Source: an optimization exercise on an open RTL-to-GDS flow (aim: small area and a short achievable clock period). Production flows keep margins and buffers that such runs may drop.
Only simulation tests tie the RTL to the original design; equivalence was not proved.
No driver is modelled on the clock port, so clocking that relies on it looks cheaper here than on a real chip.

==> flow/design.v <==
module mdu_sel (est, dk, p2, p1, m1, m2);
  input [6:0] est;
  input [3:0] dk;
  output p2, p1, m1, m2;
  reg [6:0] t2, t1, t0, tm;
  wire [6:0] eu = est ^ 7'h40;
  always @(*) begin
    case (dk)
      4'd0: begin t2 = 76; t1 = 68; t0 = 60; tm = 51; end
      4'd1: begin t2 = 77; t1 = 68; t0 = 59; tm = 50; end
      4'd2: begin t2 = 77; t1 = 68; t0 = 59; tm = 50; end
      4'd3: begin t2 = 78; t1 = 69; t0 = 59; tm = 49; end
      4'd4: begin t2 = 79; t1 = 69; t0 = 59; tm = 48; end
      4'd5: begin t2 = 80; t1 = 69; t0 = 59; tm = 48; end
      4'd6: begin t2 = 81; t1 = 69; t0 = 58; tm = 47; end
      4'd7: begin t2 = 82; t1 = 70; t0 = 58; tm = 46; end
      4'd8: begin t2 = 82; t1 = 70; t0 = 58; tm = 46; end
      4'd9: begin t2 = 83; t1 = 70; t0 = 57; tm = 45; end
      4'd10: begin t2 = 84; t1 = 70; t0 = 57; tm = 44; end
      4'd11: begin t2 = 84; t1 = 70; t0 = 57; tm = 43; end
      4'd12: begin t2 = 85; t1 = 71; t0 = 57; tm = 42; end
      4'd13: begin t2 = 86; t1 = 71; t0 = 56; tm = 41; end
      4'd14: begin t2 = 86; t1 = 71; t0 = 56; tm = 41; end
      default: begin t2 = 87; t1 = 72; t0 = 56; tm = 40; end
    endcase
  end
  wire [7:0] c2, c1, c0, cm;
  assign c2[0] = 1'b1;
  assign c1[0] = 1'b1;
  assign c0[0] = 1'b1;
  assign cm[0] = 1'b1;
  genvar i;
  generate
    for (i = 0; i < 7; i = i + 1) begin : cmp
      assign c2[i+1] = (eu[i] & ~t2[i]) | (eu[i] & c2[i]) | (~t2[i] & c2[i]);
      assign c1[i+1] = (eu[i] & ~t1[i]) | (eu[i] & c1[i]) | (~t1[i] & c1[i]);
      assign c0[i+1] = (eu[i] & ~t0[i]) | (eu[i] & c0[i]) | (~t0[i] & c0[i]);
      assign cm[i+1] = (eu[i] & ~tm[i]) | (eu[i] & cm[i]) | (~tm[i] & cm[i]);
    end
  endgenerate
  wire g2 = c2[7];
  wire g1 = c1[7];
  wire g0 = c0[7];
  wire gm = cm[7];
  assign p2 = g2;
  assign p1 = g1 & ~g2;
  assign m1 = gm & ~g0;
  assign m2 = ~gm;
endmodule
module mdu (a, b, mul, prod, quo, rem);
  input [31:0] a, b;
  input mul;
  output [31:0] prod, quo, rem;
  wire [15:0] pz;
  wire [7:0] nz;
  wire [3:0] yz;
  genvar i;
  generate
    for (i = 0; i < 16; i = i + 1) begin : lz2
      assign pz[i] = ~|b[2*i+1:2*i];
    end
    for (i = 0; i < 8; i = i + 1) begin : lz4
      assign nz[i] = ~|b[4*i+3:4*i];
    end
    for (i = 0; i < 4; i = i + 1) begin : lz8
      assign yz[i] = ~|b[8*i+7:8*i];
    end
  endgenerate
  wire z16 = yz[3] & yz[2];
  wire z8 = z16 ? yz[1] : yz[3];
  wire [1:0] bi = {~z16, ~z8};
  wire z4 = nz[{bi, 1'b1}];
  wire [2:0] ni = {bi, ~z4};
  wire z2 = pz[{ni, 1'b1}];
  wire [3:0] pi = {ni, ~z2};
  wire z1 = ~b[{pi, 1'b1}];
  wire [4:0] s = {z16, z8, z4, z2, z1};
  wire [31:0] dn = b << s;
  wire [63:0] xn = {32'b0, a} << s;
  wire [31:0] dm = mul ? a : dn;
  wire [63:0] x = mul ? 64'b0 : xn;
  wire [32:0] ws [0:17];
  wire [32:0] wc [0:17];
  wire [33:0] qp, qn;
  assign ws[0] = {3'b0, x[63:34]};
  assign wc[0] = 33'b0;
  wire [32:0] d1 = {1'b0, dm};
  wire [32:0] d2 = {dm, 1'b0};
  genvar j;
  generate
    for (j = 1; j <= 17; j = j + 1) begin : row
      wire [34:0] ts = {ws[j-1], x[35-2*j:34-2*j]};
      wire [34:0] tc = {wc[j-1], 2'b00};
      wire [6:0] est = ts[34:28] + tc[34:28];
      wire sp2, sp1, sm1, sm2;
      mdu_sel sel (.est(est), .dk(dm[30:27]), .p2(sp2), .p1(sp1), .m1(sm1), .m2(sm2));
      wire bh = (2*(17-j)+1 <= 31) ? b[(2*(17-j)+1 <= 31) ? 2*(17-j)+1 : 0] : 1'b0;
      wire bm = (2*(17-j) <= 31) ? b[(2*(17-j) <= 31) ? 2*(17-j) : 0] : 1'b0;
      wire bl = (j == 17) ? 1'b0 : b[(j == 17) ? 0 : 2*(17-j)-1];
      wire bp2 = bh & ~bm & ~bl;
      wire bp1 = bh & (bm ^ bl);
      wire bm1 = ~bh & (bm ^ bl);
      wire bm2 = ~bh & bm & bl;
      wire p2 = mul ? bp2 : sp2;
      wire p1 = mul ? bp1 : sp1;
      wire m1 = mul ? bm1 : sm1;
      wire m2 = mul ? bm2 : sm2;
      wire [32:0] o = ({33{p2}} & ~d2) | ({33{p1}} & ~d1) | ({33{m1}} & d1) | ({33{m2}} & d2);
      wire [32:0] t3s = ts[32:0];
      wire [32:0] t3c = tc[32:0];
      assign ws[j] = t3s ^ t3c ^ o;
      wire [32:0] cy = (t3s & t3c) | (t3s & o) | (t3c & o);
      assign wc[j] = {cy[31:0], p2 | p1};
      assign qp[2*(17-j)+1 : 2*(17-j)] = {p2, p1};
      assign qn[2*(17-j)+1 : 2*(17-j)] = {m2, m1};
    end
  endgenerate
  wire [32:0] w = ws[17] + wc[17];
  wire neg = w[32];
  wire [32:0] rs3 = ws[17] ^ wc[17] ^ d1;
  wire [32:0] rc3 = (ws[17] & wc[17]) | (ws[17] & d1) | (wc[17] & d1);
  wire [32:0] wd = rs3 + {rc3[31:0], 1'b0};
  wire [31:0] r = neg ? wd[31:0] : w[31:0];
  wire [31:0] q = qp[31:0] + ~qn[31:0] + {31'b0, ~neg};
  wire bz = ~|b;
  assign prod = w[31:0];
  assign quo = bz ? 32'hFFFFFFFF : q;
  assign rem = bz ? a : (r >> s);
endmodule
module outModule (v, show, out1, out2, out3, negative);
  input [7:0] v;
  input show;
  output [6:0] out1, out2, out3;
  output negative;
  wire [7:0] m = v[7] ? (~v + 8'd1) : v;
  wire [3:0] hun = (m >= 8'd100) ? 4'd1 : 4'd0;
  wire [6:0] r = (m >= 8'd100) ? m - 8'd100 : m;
  wire [3:0] ten = r / 7'd10;
  wire [3:0] uni = r % 7'd10;
  assign out1 = show ? seg(hun) : 7'b1111111;
  assign out2 = show ? seg(ten) : 7'b1111111;
  assign out3 = show ? seg(uni) : 7'b1111111;
  assign negative = ~(v[7] & show);
  function [6:0] seg;
    input [3:0] d;
    case (d)
      4'd0: seg = 7'b0000001;
      4'd1: seg = 7'b1001111;
      4'd2: seg = 7'b0010010;
      4'd3: seg = 7'b0000110;
      4'd4: seg = 7'b1001100;
      4'd5: seg = 7'b0100100;
      4'd6: seg = 7'b0100000;
      4'd7: seg = 7'b0001111;
      4'd8: seg = 7'b0000000;
      default: seg = 7'b0001100;
    endcase
  endfunction
endmodule
module bbtronenhancedCPU (clock, reset, switches, instr_addr, instr_data, wire_out1, wire_out2, wire_out3, wire_negative);
  input clock;
  input reset;
  input [15:0] switches;
  output [15:0] instr_addr;
  input [31:0] instr_data;
  output [6:0] wire_out1;
  output [6:0] wire_out2;
  output [6:0] wire_out3;
  output wire_negative;
  reg [15:0] pc;
  wire [5:0] op = instr_data[31:26];
  wire [4:0] rs = instr_data[25:21];
  wire [4:0] rt = instr_data[20:16];
  wire [4:0] rd = instr_data[15:11];
  wire [4:0] sh = instr_data[10:6];
  wire [15:0] imm = instr_data[15:0];
  wire o_add  = op == 6'h00;
  wire o_sub  = op == 6'h01;
  wire o_and  = op == 6'h02;
  wire o_or   = op == 6'h03;
  wire o_xor  = op == 6'h04;
  wire o_slt  = op == 6'h05;
  wire o_mul  = op == 6'h06;
  wire o_div  = op == 6'h07;
  wire o_rem  = op == 6'h08;
  wire o_beq  = op == 6'h09;
  wire o_bne  = op == 6'h0A;
  wire o_addi = op == 6'h0B;
  wire o_subi = op == 6'h0C;
  wire o_inc  = op == 6'h0D;
  wire o_dec  = op == 6'h0E;
  wire o_lw   = op == 6'h0F;
  wire o_sw   = op == 6'h10;
  wire o_not  = op == 6'h11;
  wire o_sll  = op == 6'h12;
  wire o_srl  = op == 6'h13;
  wire o_lwi  = op == 6'h14;
  wire o_in   = op == 6'h15;
  wire o_out  = op == 6'h16;
  wire o_j    = op == 6'h17;
  wire o_halt = op == 6'h18;
  wire o_jal  = op == 6'h1A;
  wire o_jr   = op == 6'h1B;
  wire o_blt  = op == 6'h1C;
  wire o_ble  = op == 6'h1D;
  wire o_bgt  = op == 6'h1E;
  wire o_bge  = op == 6'h1F;
  wire o_mov  = op == 6'h20;
  wire o_la   = op == 6'h21;
  wire rtype = op <= 6'h08;
  wire wr = rtype | o_addi | o_subi | o_inc | o_dec | o_lw | o_not | o_sll | o_srl |
            o_lwi | o_in | o_jal | o_mov | o_la;
  wire [4:0] wa = (rtype | o_jal) ? rd : rt;
  wire [31:0] rv [0:31];
  wire [31:0] mv [0:31];
  assign rv[0] = 32'd0;
  reg [31:0] A, B, mrd;
  integer k;
  always @(*) begin
    A = 32'd0;
    B = 32'd0;
    for (k = 1; k < 32; k = k + 1) begin
      A = A | (rv[k] & {32{rs == k}});
      B = B | (rv[k] & {32{rt == k}});
    end
  end
  wire cmp = o_sub | o_slt | o_beq | o_blt | o_ble | o_bgt | o_bge;
  wire [15:0] ins = o_in ? switches : imm;
  wire [31:0] simm = {{16{ins[15]}}, ins};
  wire useB = o_add | cmp;
  wire useI = o_addi | o_subi | o_lwi | o_in;
  wire inv = cmp | o_subi | o_dec;
  wire [31:0] y = ((useB ? B : 32'd0) | (useI ? simm : 32'd0)) ^ {32{inv}};
  wire [31:0] x = (o_inc | o_dec) ? B : A;
  wire cin = cmp | o_subi | o_inc;
  wire [32:0] sum = {1'b0, x} + {1'b0, y} + {32'd0, cin};
  wire lt = ~sum[32];
  wire eq = sum[31:0] == 32'd0;
  wire [31:0] prod, quo, remd;
  wire shift = o_sll | o_srl;
  wire [31:0] bsh = 32'd1 << sh;
  wire [31:0] bm = shift ? bsh : B;
  mdu u_mdu (.a(A), .b(bm), .mul(o_mul | o_sll), .prod(prod), .quo(quo), .rem(remd));
  wire [4:0] maddr = A[4:0] + imm[4:0];
  always @(*) begin
    mrd = 32'd0;
    for (k = 0; k < 32; k = k + 1)
      mrd = mrd | (mv[k] & {32{maddr == k}});
  end
  wire arith = o_add | o_sub | o_addi | o_subi | o_inc | o_dec | o_lwi | o_in;
  wire pass = o_jal | o_mov | o_la;
  wire [31:0] wdata =
      ({32{arith}} & sum[31:0]) |
      ({32{o_and}} & (A & B)) |
      ({32{o_or}}  & (A | B)) |
      ({32{o_xor}} & (A ^ B)) |
      ({32{o_not}} & ~A) |
      ({32{o_slt}} & {31'd0, lt}) |
      ({32{o_mul | o_sll}} & prod) |
      ({32{o_div | o_srl}} & quo) |
      ({32{o_rem}} & remd) |
      ({32{o_lw}}  & mrd) |
      ({32{pass}}  & A);
  wire [16:0] pc1 = {1'b0, pc} + 17'd1;
  genvar g;
  generate
    for (g = 1; g < 32; g = g + 1) begin : rf
      reg [31:0] r;
      always @(posedge clock) begin
        if (g == 31 && o_jal)
          r <= {15'd0, pc1};
        else if (wr && wa == g)
          r <= wdata;
      end
      assign rv[g] = r;
    end
    for (g = 0; g < 32; g = g + 1) begin : dm
      reg [31:0] m;
      always @(posedge clock)
        if (o_sw && maddr == g)
          m <= B;
      assign mv[g] = m;
    end
  endgenerate
  wire taken = o_bne | (o_beq & eq) | (o_blt & ~lt) | (o_ble & ~lt & ~eq) |
               (o_bgt & (lt | eq)) | (o_bge & lt);
  always @(posedge clock) begin
    if (reset)
      pc <= 16'd0;
    else if (o_halt)
      pc <= pc;
    else if (o_j | o_jal | taken)
      pc <= imm;
    else if (o_jr)
      pc <= A[15:0];
    else
      pc <= pc1[15:0];
  end
  assign instr_addr = pc;
  outModule u_out (.v(A[7:0]), .show(o_out), .out1(wire_out1), .out2(wire_out2), .out3(wire_out3), .negative(wire_negative));
endmodule
==> flow/flow/run.sh <==
#!/bin/bash
# The standard layout (standard.sh) with one extra step: after clock tree
# synthesis, flow/post_cts.tcl runs a further setup repair pass (ORFS's
# POST_CTS_TCL hook). Each tool's output goes to a log file in this folder.
set -euo pipefail
here=$(pwd)
export POST_CTS_TCL="$here/flow/post_cts.tcl"
bash standard.sh synth > "$here/standard_synth.log" 2>&1
bash standard.sh > "$here/standard_layout.log" 2>&1
==> flow/flow/post_cts.tcl <==
# Extra setup repair after CTS. The design's clock period leaves positive
# slack, so ORFS's own repair pass stops at once; this one keeps resizing and
# buffering the critical paths until they gain the margin below (or no move
# helps), then legalises the placement again. Only resizing and buffering:
# no pin swaps, gate clones or buffer removal, so the netlist keeps the
# synthesized logic structure gate for gate.
if { [env_var_exists_and_non_empty DONT_USE_CELLS] } {
  set_dont_use $::env(DONT_USE_CELLS)
}
estimate_parasitics -placement
report_worst_slack -max
repair_timing -setup -setup_margin 80 -repair_tns 0 -skip_pin_swap -skip_gate_cloning -skip_buffer_removal -verbose
detailed_placement
check_placement -verbose
estimate_parasitics -placement
report_worst_slack -max
report_worst_slack -min
==> flow/standard.sh <==
#!/bin/bash
# synth_recipe.tcl (not shown) runs the flow's synth.tcl, then flattens the netlist and writes it again
# the make line also repeats each setting of config.mk as NAME=value (left out here)
make -C /OpenROAD-flow-scripts/flow DESIGN_CONFIG=/design/flow/config.mk WORK_HOME=/design/flow/orfs CLKGATE_MAP_FILE= SYNTH_SCRIPT=/design/flow/synth_recipe.tcl "${@:-finish}"
==> flow/config.mk <==
export PLATFORM = sky130hd
export DESIGN_NAME = bbtronenhancedCPU
export DESIGN_NICKNAME = bbtronenhancedCPU
export VERILOG_FILES = /design/flow/design.v
export SDC_FILE = /design/flow/constraint.sdc
export NUM_CORES = 4
export LEC_CHECK = 0
export ABC_AREA = 1
export CAP_MARGIN = 20
export CORE_MARGIN = 2
export CORE_UTILIZATION = 40
export PLACE_DENSITY = 0.6
export SLEW_MARGIN = 20
==> flow/constraint.sdc <==
create_clock -name core_clock -period 140.0 [get_ports {clock}]
set_input_delay 28.0000 -clock core_clock [delete_from_list [all_inputs] [get_ports {clock}]]
set_output_delay 28.0000 -clock core_clock [all_outputs]
set_load 0.01 [all_outputs]
==> summary.txt <==
-- flip-flops by register name, indices dropped and copies added (netlist names) --
| name | cells |
|---|---|
| dm.m | 1024 |
| rf.r | 992 |
| pc | 16 |
-- Yosys cell counts, drive strengths merged, types with 29 or more instances --
cell and count:
a22o 102, clkbuf 651, nor4 66, o21ai 657, nand2 3697, ha 371
o211ai 90, o22ai 634, o221ai 76, a21o 29, nand4 317, edfxtp 2001
or2 29, o2111ai 71, a221oi 693, xnor2 74, nor2 746, xor2 193
a22oi 30, dfxtp 31, nor3 52, buf 274, fa 533, a211oi 29
nand3 884, inv 1308, a21oi 396
-- kinds of logic after synthesis --
group,count (synthesis)
other,1
buffers and inverters,2256
adders and majority gates,923
and+or+nand+nor,5828
muxes,17
DFF,2032
AOI/OAI and AO/OA,2956
xor gates and xnor gates,267
-- cell type report --
type | count | share of cell area, %
diodes | 50 | 0.0823
clock buffers | 238 | 3.32
clock inverters | 108 | 0.636
inverters | 1329 | 3.43
multi-input cells | 9992 | 43.3
flip-flops and latches | 2032 | 39.9
well taps | 4366 | 3.59
repair buffers | 894 | 5.73
-- metal layers --
metal / GRT usage [%] / up-vias / wire [um]
met4: 24.9 / 42 / 54000
met5: 0.0993 / - / 478
met2: 52.6 / 10800 / 260000
met1: 49.7 / 60100 / 238000
li1: - / 51300 / -
met3: 13.7 / 2531 / 102000
-- final timing paths --
check,from,to,slack [ns],cells past startpoint
min reg2reg,rf[31].r[21],rf[31].r[21],0.48,2
max,instr_data[20],rf[27].r[23],45.51,401
min,rf[31].r[21],rf[31].r[21],0.48,2
max reg2reg,rf[31].r[12],rf[27].r[23],73.19,394
-- critical path: cells and delay by family --
kind | cells | cell delay [ns]
xor+xnor | 6 | 1.49
buf+inv | 114 | 13.25
simple gates | 120 | 13.73
compound gates | 110 | 16.99
fa+ha+maj | 51 | 21.21
-- metrics by stage --
| stage | hold slack (ns) | cells | setup WS (ns) |
|---|---|---|---|
| after global routing | 0.490 | 19000 | 40.72 |
| after detailed placement | 0.462 | 18300 | 26.56 |
| after floorplan | 0.444 | 14300 | 43.05 |
| after global placement | 0.458 | 18200 | 27.32 |
| final | 0.481 | 19000 | 45.51 |
==> reports/results.ini <==
[run_status]
outcome = no timing/DRC/antenna violations

[yosys]
yosysTopAreaCell = edfxtp_1
synth-edff-count = 2001
syn_inst = 14300
synth.area.top_cells = edfxtp_1 45%, nand2_1 10%, fa_1 8.1%
ys_dominant_reg_cell = edfxtp_1
yosysUniqueCellTypes = 72
syn_area_per_cell_um2 = 9.27
mappedNetlistArea_mm2 = 0.132
ys_ff_latch = 2032
synth_xor_area_share_pct = 1.77
ys_warn_count = 4
synth-adder-area-share_pct = 11.7
syn_nets = 15200
muxShareOfSynthArea_pct = 0.129
post-synth-top-area-fraction_pct = 45.4
async_flop_share_pct = 0
synth-simple-area-share_pct = 18.5
synth_top_family_by_area = simple AND/OR/NAND/NOR gates
yosysSeqAreaShare_pct = 45.8
synth-compound-area-share_pct = 15.2

[timing]
tightest_slew_ns = 1.26
fmax_mhz = 10.6
finClkSkew_ns = 0.0878
fin_crit_sh_pct = 67.5
hold_viol = 0
setup_tns_ns = 0
setup_viol = 0
relSlewSlack_pct = 15.2
rsz0062_at_grt = false
min_period_ns = 94.49
report.final.slew_viol_count = 0

[place]
io_buffers = 86
hpwlAfterDp_um = 426000
placed_cell_area_mm2 = 0.139
routabilityCongestion = 1.05

[worst_setup_path]
crit_fanout = 35
critical_path_required_ns = 140.54
cp_slowest_cell = fa_1
path_class = in -> reg
cp_common_cell = inv_1
critPathMaxStageDelay_ns = 0.62
endpoint_kind = flip-flop
worst_ep_arrival_time_ns = 95.03
worstSetupStartpointType = primary input

[die]
core-area_mm2 = 0.330
pin_count = 88
die_width_um = 579
rows = 211
die_h_um = 579
start_util_pct = 40.1
design.die.area_mm2 = 0.336

[final_layout]
nets = 15400
final_cell_mix = 3528 x nand2_1, 2001 x edfxtp_1, 1246 x inv_1
fillers = 31300
finalInstanceArea_mm2 = 0.152
area_growth_syn_to_layout_pct = 14.8
regArea_mm2 = 0.0607
multi_input_area_mm2 = 0.0658
drive_above_1_share_pct = 11.8
utilization_pct = 46.1
final_common_cell = nand2_1

[drt]
drtIter0Drc = 23100
drt-vias-per-instance = 6.57
wl_per_cell_um = 34.5
drtAntennaViolNets = 0
drc = 0
dr.pass1.iters = 10
routed_wl_um = 655000
vias = 125000

[clock_network]
clk_pin_slew_ns = 0.06
cts_tree = done
clock-sinks = 2032
insertion_delay_ns = 0.90

[global_route]
grt_pass1_vias = 114000
antenna_found_initial = 68
grt_overflow = 0
grt_pass1_wl_um = 897000
grt_usage_pct = 38.0
grt_max_degree = 83

[run]
maxCapViolCount = 0

[hold_path]
hp-class = reg -> reg

-- separate check: timing with driven ports --
The results above use ideal ports. As a check the final layout listed here was re-extracted and re-timed, cells and wires unchanged.
Step 1 sets driving cells, clkbuf_16 on the clock port and buf_2 on the other inputs (assumed; they add their load-dependent delay and slew).
Step 2 times the ports against the registers' clock, not the clock port: input delays grow and output delays shrink by t, the midpoint of the rising clock arrivals with the driver on.
Slacks: no drivers / after step 1 / after step 2; pairs: no drivers / after step 1.
t, ns: 0.976
setup WS [ns]: 45.510 / 45.542 / 44.567
hold slack, ns: 0.481 / 0.481 / 0.481
worst setup path at the end: input to register
cell pins on the clock port's net: 1
After both steps this run still meets setup and hold. For this run, drivers alone change the setup slack by +0.032 ns; drivers and shift together by -0.943 ns.
